What follows belongs to an exercise in optimizing a design on an open flow for small area and a short achievable clock period; a production flow would make more cautious choices.
Where RTL was checked, it was by simulation tests only, not by an equivalence proof against the original.
Power and IR drop assume default switching activity.

== the reference run ==
Design smp8, start of the top module:
module smp8 (input clk, reset,
output reg [3:0] pc,
input [7:0] instr,
output reg [7:0] AC);
==> module smp8, before the edit <==
module smp8 (input clk, reset,
output reg [3:0] pc,
input [7:0] instr,
output reg [7:0] AC);
wire [3:0] op = instr[7:4];
wire [3:0] a  = instr[3:0];
reg [7:0] R;
reg       Z;
reg [7:0] RAM [15:0];
wire [15:0] opd = 16'h1 << op;
wire [3:0] lo = 4'h1 << a[1:0];
wire [3:0] hi = 4'h1 << a[3:2];
wire [3:0] hi_ld = hi & {4{opd[1]}};
wire [3:0] hi_st = hi & {4{opd[2]}};
genvar w;
generate for (w = 0; w < 16; w = w + 1) begin : mem_w
  always @(posedge clk)
    if (hi_st[w/4] & lo[w%4]) RAM[w] <= AC;
end endgenerate
reg [7:0] memld;
integer k;
always @(*) begin
  memld = 8'h00;
  for (k = 0; k < 16; k = k + 1)
    memld = memld | (RAM[k] & {8{hi_ld[k/4] & lo[k%4]}});
end
function [7:0] addp(input [7:0] x, input [7:0] z, input cin);
  reg [7:0] g, p, G, P;
  reg [8:0] c;
  integer i;
  begin
    g = x & z; p = x ^ z;
    G = g; P = p;
    G[0] = g[0] | (p[0] & cin);
    G[1] = G[1] | (P[1] & G[0]);  P[1] = P[1] & P[0];
    G[3] = G[3] | (P[3] & G[2]);  P[3] = P[3] & P[2];
    G[5] = G[5] | (P[5] & G[4]);  P[5] = P[5] & P[4];
    G[2] = G[2] | (P[2] & G[1]);
    G[3] = G[3] | (P[3] & G[1]);
    G[6] = G[6] | (P[6] & G[5]);  P[6] = P[6] & P[5];
    G[7] = G[7] | (P[7] & G[5]);  P[7] = P[7] & P[5];
    G[4] = G[4] | (P[4] & G[3]);
    G[5] = G[5] | (P[5] & G[3]);
    G[6] = G[6] | (P[6] & G[3]);
    c = {G[6:0], cin};
    addp = p ^ c[7:0];
  end
endfunction
wire [7:0] sum = addp(AC, R, 1'b0);
wire [7:0] dif = addp(AC, ~R, 1'b1);
wire [7:0] inc = AC + 8'd1;
wire [7:0] acnext = memld
  | (R   & {8{opd[4]}})
  | (sum & {8{opd[8]}})
  | (dif & {8{opd[9]}})
  | (inc & {8{opd[10]}})
  | ((AC & R) & {8{opd[12]}})
  | ((AC | R) & {8{opd[13]}})
  | ((AC ^ R) & {8{opd[14]}})
  | (~AC & {8{opd[15]}})
  | (AC  & {8{opd[0] | opd[2] | opd[3] | opd[5] | opd[6] | opd[7]}});
wire [7:0] p = AC ^ R;
wire [7:0] g = AC | R;
wire z_and = ~|(AC & R);
wire z_ac0 = ~|AC;
wire z_acff = &AC;
wire z_eq  = ~|p;
wire z_or  = ~|g;
wire z_sum = ~p[0] & &(p[7:1] ~^ g[6:0]);    
wire znext = (z_ac0 & opd[3])
  | (z_sum & (opd[4] | opd[5] | opd[6] | opd[7] | opd[8]))
  | (z_eq & (opd[9] | opd[14]))
  | (z_acff & (opd[10] | opd[15]))
  | opd[11]
  | (z_or & opd[13])
  | (z_and & (opd[0] | opd[1] | opd[2] | opd[12]));
wire jump = opd[5] | (opd[6] & Z) | (opd[7] & ~Z);
always @(posedge clk, posedge reset)
  if (reset) begin
    pc <= 4'h0;
    AC <= 8'h00;
    R  <= 8'h00;
    Z  <= 1'b0;
  end else begin
    pc <= jump ? a : pc + 4'h1;
    AC <= acnext;
    if (opd[3]) R <= AC;
    Z  <= znext;
  end
endmodule
export LEC_CHECK = 0
export ABC_AREA = 1
export CAP_MARGIN = 20
export CORE_MARGIN = 2
export CORE_UTILIZATION = 40
export CTS_BUF_LIST = sky130_fd_sc_hd__clkbuf_8
export SETUP_SLACK_MARGIN = 1.75
export SLEW_MARGIN = 20
create_clock -name core_clock -period 3.7 [get_ports {clk}]
standard.sh (not shown) runs the stock make flow with config.mk's settings and CLKGATE_MAP_FILE= SYNTH_SCRIPT=/design/flow/synth_recipe.tcl, a recipe that flattens the netlist after the stock synthesis.
==> flow/flow/run.sh <==
#!/bin/bash
# Standard ORFS layout with two changes:
#  - Yosys's full-adder extraction is off, so ABC maps the adders itself;
#  - the port buffers that buffer_ports inserts are plain buf_2 cells
#    instead of the delay cells it otherwise picks.
export ADDER_MAP_FILE=
export BUFFER_PORTS_ARGS="-buffer_cell sky130_fd_sc_hd__buf_2"
bash standard.sh > standard.log 2>&1
The reference run finished every step from synthesis to the final layout, and the layout passed the timing, DRC and antenna checks.
### the reference run -> the trial run
--- a/flow/design.v
+++ b/flow/design.v
@@ -17,13 +17,7 @@
   always @(posedge clk)
     if (hi_st[w/4] & lo[w%4]) RAM[w] <= AC;
 end endgenerate
-reg [7:0] memld;
-integer k;
-always @(*) begin
-  memld = 8'h00;
-  for (k = 0; k < 16; k = k + 1)
-    memld = memld | (RAM[k] & {8{hi_ld[k/4] & lo[k%4]}});
-end
+wire [7:0] memld = RAM[a] & {8{opd[1]}};
 function [7:0] addp(input [7:0] x, input [7:0] z, input cin);
   reg [7:0] g, p, G, P;
   reg [8:0] c;
@@ -46,14 +40,12 @@
     addp = p ^ c[7:0];
   end
 endfunction
-wire [7:0] sum = addp(AC, R, 1'b0);
-wire [7:0] dif = addp(AC, ~R, 1'b1);
-wire [7:0] inc = AC + 8'd1;
+wire sub = opd[9];
+wire inc = opd[10];
+wire [7:0] sum = addp(AC, (R ^ {8{sub}}) & {8{~inc}}, sub | inc);
 wire [7:0] acnext = memld
   | (R   & {8{opd[4]}})
-  | (sum & {8{opd[8]}})
-  | (dif & {8{opd[9]}})
-  | (inc & {8{opd[10]}})
+  | (sum & {8{opd[8] | opd[9] | opd[10]}})
   | ((AC & R) & {8{opd[12]}})
   | ((AC | R) & {8{opd[13]}})
   | ((AC ^ R) & {8{opd[14]}})
The trial run vs the reference run, cell with the biggest individual delay on the critical path: dfrtp_4 vs nor2_4. Compared with the reference run, the trial run has less setup slack. Going from the reference run to the trial run, ratio of final minimum period to clock period grows by 2.6 points. The trial run ended up with a lower non-filler instance count after layout than the reference run did. Cell area after synthesis, the reference run and the trial run: lower on the trial run. Clock-pin slew on the worst setup and hold paths delta (the trial run -> the reference run): insignificant.
Function not checked in the trial run: the RTL went through the layout flow alone.

The RTL this note starts from:
==> flow/design.v <==
module smp8 (input clk, reset,
output reg [3:0] pc,
input [7:0] instr,
output reg [7:0] AC);
wire [3:0] op = instr[7:4];
wire [3:0] a  = instr[3:0];
reg [7:0] R;
reg       Z;
reg [7:0] RAM [15:0];
wire [15:0] opd = 16'h1 << op;
wire [3:0] lo = 4'h1 << a[1:0];
wire [3:0] hi = 4'h1 << a[3:2];
wire [3:0] hi_ld = hi & {4{opd[1]}};
wire [3:0] hi_st = hi & {4{opd[2]}};
genvar w;
generate for (w = 0; w < 16; w = w + 1) begin : mem_w
  always @(posedge clk)
    if (hi_st[w/4] & lo[w%4]) RAM[w] <= AC;
end endgenerate
reg [7:0] memld;
integer k;
always @(*) begin
  memld = 8'h00;
  for (k = 0; k < 16; k = k + 1)
    memld = memld | (RAM[k] & {8{hi_ld[k/4] & lo[k%4]}});
end
function [7:0] addp(input [7:0] x, input [7:0] z, input cin);
  reg [7:0] g, p, G, P;
  reg [8:0] c;
  integer i;
  begin
    g = x & z; p = x ^ z;
    G = g; P = p;
    G[0] = g[0] | (p[0] & cin);
    G[1] = G[1] | (P[1] & G[0]);  P[1] = P[1] & P[0];
    G[3] = G[3] | (P[3] & G[2]);  P[3] = P[3] & P[2];
    G[5] = G[5] | (P[5] & G[4]);  P[5] = P[5] & P[4];
    G[2] = G[2] | (P[2] & G[1]);
    G[3] = G[3] | (P[3] & G[1]);
    G[6] = G[6] | (P[6] & G[5]);  P[6] = P[6] & P[5];
    G[7] = G[7] | (P[7] & G[5]);  P[7] = P[7] & P[5];
    G[4] = G[4] | (P[4] & G[3]);
    G[5] = G[5] | (P[5] & G[3]);
    G[6] = G[6] | (P[6] & G[3]);
    c = {G[6:0], cin};
    addp = p ^ c[7:0];
  end
endfunction
wire [7:0] sum = addp(AC, R, 1'b0);
wire [7:0] dif = addp(AC, ~R, 1'b1);
wire [7:0] inc = AC + 8'd1;
wire [7:0] acnext = memld
  | (R   & {8{opd[4]}})
  | (sum & {8{opd[8]}})
  | (dif & {8{opd[9]}})
  | (inc & {8{opd[10]}})
  | ((AC & R) & {8{opd[12]}})
  | ((AC | R) & {8{opd[13]}})
  | ((AC ^ R) & {8{opd[14]}})
  | (~AC & {8{opd[15]}})
  | (AC  & {8{opd[0] | opd[2] | opd[3] | opd[5] | opd[6] | opd[7]}});
wire [7:0] p = AC ^ R;
wire [7:0] g = AC | R;
wire z_and = ~|(AC & R);
wire z_ac0 = ~|AC;
wire z_acff = &AC;
wire z_eq  = ~|p;
wire z_or  = ~|g;
wire z_sum = ~p[0] & &(p[7:1] ~^ g[6:0]);    
wire znext = (z_ac0 & opd[3])
  | (z_sum & (opd[4] | opd[5] | opd[6] | opd[7] | opd[8]))
  | (z_eq & (opd[9] | opd[14]))
  | (z_acff & (opd[10] | opd[15]))
  | opd[11]
  | (z_or & opd[13])
  | (z_and & (opd[0] | opd[1] | opd[2] | opd[12]));
wire jump = opd[5] | (opd[6] & Z) | (opd[7] & ~Z);
always @(posedge clk, posedge reset)
  if (reset) begin
    pc <= 4'h0;
    AC <= 8'h00;
    R  <= 8'h00;
    Z  <= 1'b0;
  end else begin
    pc <= jump ? a : pc + 4'h1;
    AC <= acnext;
    if (opd[3]) R <= AC;
    Z  <= znext;
  end
endmodule
export LEC_CHECK = 0
export ABC_AREA = 1
export CAP_MARGIN = 20
export CORE_MARGIN = 2
export CORE_UTILIZATION = 40
export CTS_BUF_LIST = sky130_fd_sc_hd__clkbuf_8
export SETUP_SLACK_MARGIN = 1.75
export SLEW_MARGIN = 20
create_clock -name core_clock -period 3.7 [get_ports {clk}]
==> flow/flow/run.sh <==
#!/bin/bash
# Standard ORFS layout with two changes:
#  - Yosys's full-adder extraction is off, so ABC maps the adders itself;
#  - the port buffers that buffer_ports inserts are plain buf_4 cells
#    instead of the delay cells it otherwise picks.
export ADDER_MAP_FILE=
export BUFFER_PORTS_ARGS="-buffer_cell sky130_fd_sc_hd__buf_4"
bash standard.sh > standard.log 2>&1
==> next run, changes <==
--- a/flow/design.v
+++ b/flow/design.v
@@ -15,17 +15,11 @@
 genvar w;
 generate for (w = 0; w < 16; w = w + 1) begin : mem_w
   always @(posedge clk)
     if (hi_st[w/4] & lo[w%4]) RAM[w] <= AC;
 end endgenerate
-reg [7:0] memld;
-integer k;
-always @(*) begin
-  memld = 8'h00;
-  for (k = 0; k < 16; k = k + 1)
-    memld = memld | (RAM[k] & {8{hi_ld[k/4] & lo[k%4]}});
-end
+wire [7:0] memld = RAM[a] & {8{opd[1]}};
 function [7:0] addp(input [7:0] x, input [7:0] z, input cin);
   reg [7:0] g, p, G, P;
   reg [8:0] c;
   integer i;
   begin
@@ -44,23 +38,27 @@
     G[6] = G[6] | (P[6] & G[3]);
     c = {G[6:0], cin};
     addp = p ^ c[7:0];
   end
 endfunction
-wire [7:0] sum = addp(AC, R, 1'b0);
-wire [7:0] dif = addp(AC, ~R, 1'b1);
-wire [7:0] inc = AC + 8'd1;
-wire [7:0] acnext = memld
-  | (R   & {8{opd[4]}})
-  | (sum & {8{opd[8]}})
-  | (dif & {8{opd[9]}})
-  | (inc & {8{opd[10]}})
-  | ((AC & R) & {8{opd[12]}})
-  | ((AC | R) & {8{opd[13]}})
-  | ((AC ^ R) & {8{opd[14]}})
-  | (~AC & {8{opd[15]}})
-  | (AC  & {8{opd[0] | opd[2] | opd[3] | opd[5] | opd[6] | opd[7]}});
+wire sub = opd[9];
+wire inc = opd[10];
+wire [7:0] sum = addp(AC, (R ^ {8{sub}}) & {8{~inc}}, sub | inc);
+reg [3:0] tt;
+always @(*)
+  case (op)
+    4'h0, 4'h2, 4'h3, 4'h5, 4'h6, 4'h7: tt = 4'b1100;   
+    4'h4: tt = 4'b1010;   
+    4'hC: tt = 4'b1000;   
+    4'hD: tt = 4'b1110;   
+    4'hE: tt = 4'b0110;   
+    4'hF: tt = 4'b0011;   
+    default: tt = 4'b0000;   
+  endcase
+wire [7:0] lut = ({8{tt[3]}} &  AC &  R) | ({8{tt[2]}} &  AC & ~R)
+               | ({8{tt[1]}} & ~AC &  R) | ({8{tt[0]}} & ~AC & ~R);
+wire [7:0] acnext = memld | (sum & {8{opd[8] | opd[9] | opd[10]}}) | lut;
 wire [7:0] p = AC ^ R;
 wire [7:0] g = AC | R;
 wire z_and = ~|(AC & R);
 wire z_ac0 = ~|AC;
 wire z_acff = &AC;
Result:
- The changed run completed with no timing, DRC or antenna violations
- setup slack improves by 0.028 ns
- worst hold slack improves by 0.30 ns
- total power increases by 11%
- clock power increases by about 8%
- via count decreases by 9.6%
- cell count decreases by 9.6%
- sequential power increases by about 3%
- synthesized cell count decreases by 16%
- routed wire length decreases by 13%
- global-route usage decreases by 2.4 points
- core utilization increases by 3.9 points
No functional check of the RTL was part of the second run of this note.

-- re-timing with driven ports --
The results above use ideal ports. As a check the final layouts listed here were re-extracted and re-timed, cells and wires unchanged.
Step 1, drivers: a clkbuf_16 drives clk and a buf_2 each remaining input, both assumed.
Step 2 adds t to the input delays and takes it off the output delays; t is the mean of the earliest and latest rising clock arrival at the registers after step 1. Input paths then give back, and output paths get back, about the clock's delay inside the block.
Slacks: ideal / step 1 / step 2; pairs: ideal / step 1.
| run | t (ns) | setup slack, ns | worst setup path after step 2 | slew at the worst register clock pin (ns) | cell pins on the clock port's net |
|---|---|---|---|---|---|
| the reference run | 0.498 | 1.750 / 1.713 / 1.271 | input to register | 0.10 / 0.10 | 1 |
| the trial run | 0.499 | 1.656 / 1.615 / 1.188 | input to register | 0.10 / 0.10 | 1 |
| the first run of note 2 | 0.496 | 1.740 / 1.701 / 1.261 | input to register | 0.09 / 0.09 | 1 |
| the second run of note 2 | 0.489 | 1.768 / 1.744 / 1.255 | input to register | 0.09 / 0.09 | 1 |
After both steps every run listed still meets setup and hold. The setup slack of the second run of note 2, which loses most, moves by -0.024 ns with the drivers and by -0.513 ns with both steps.
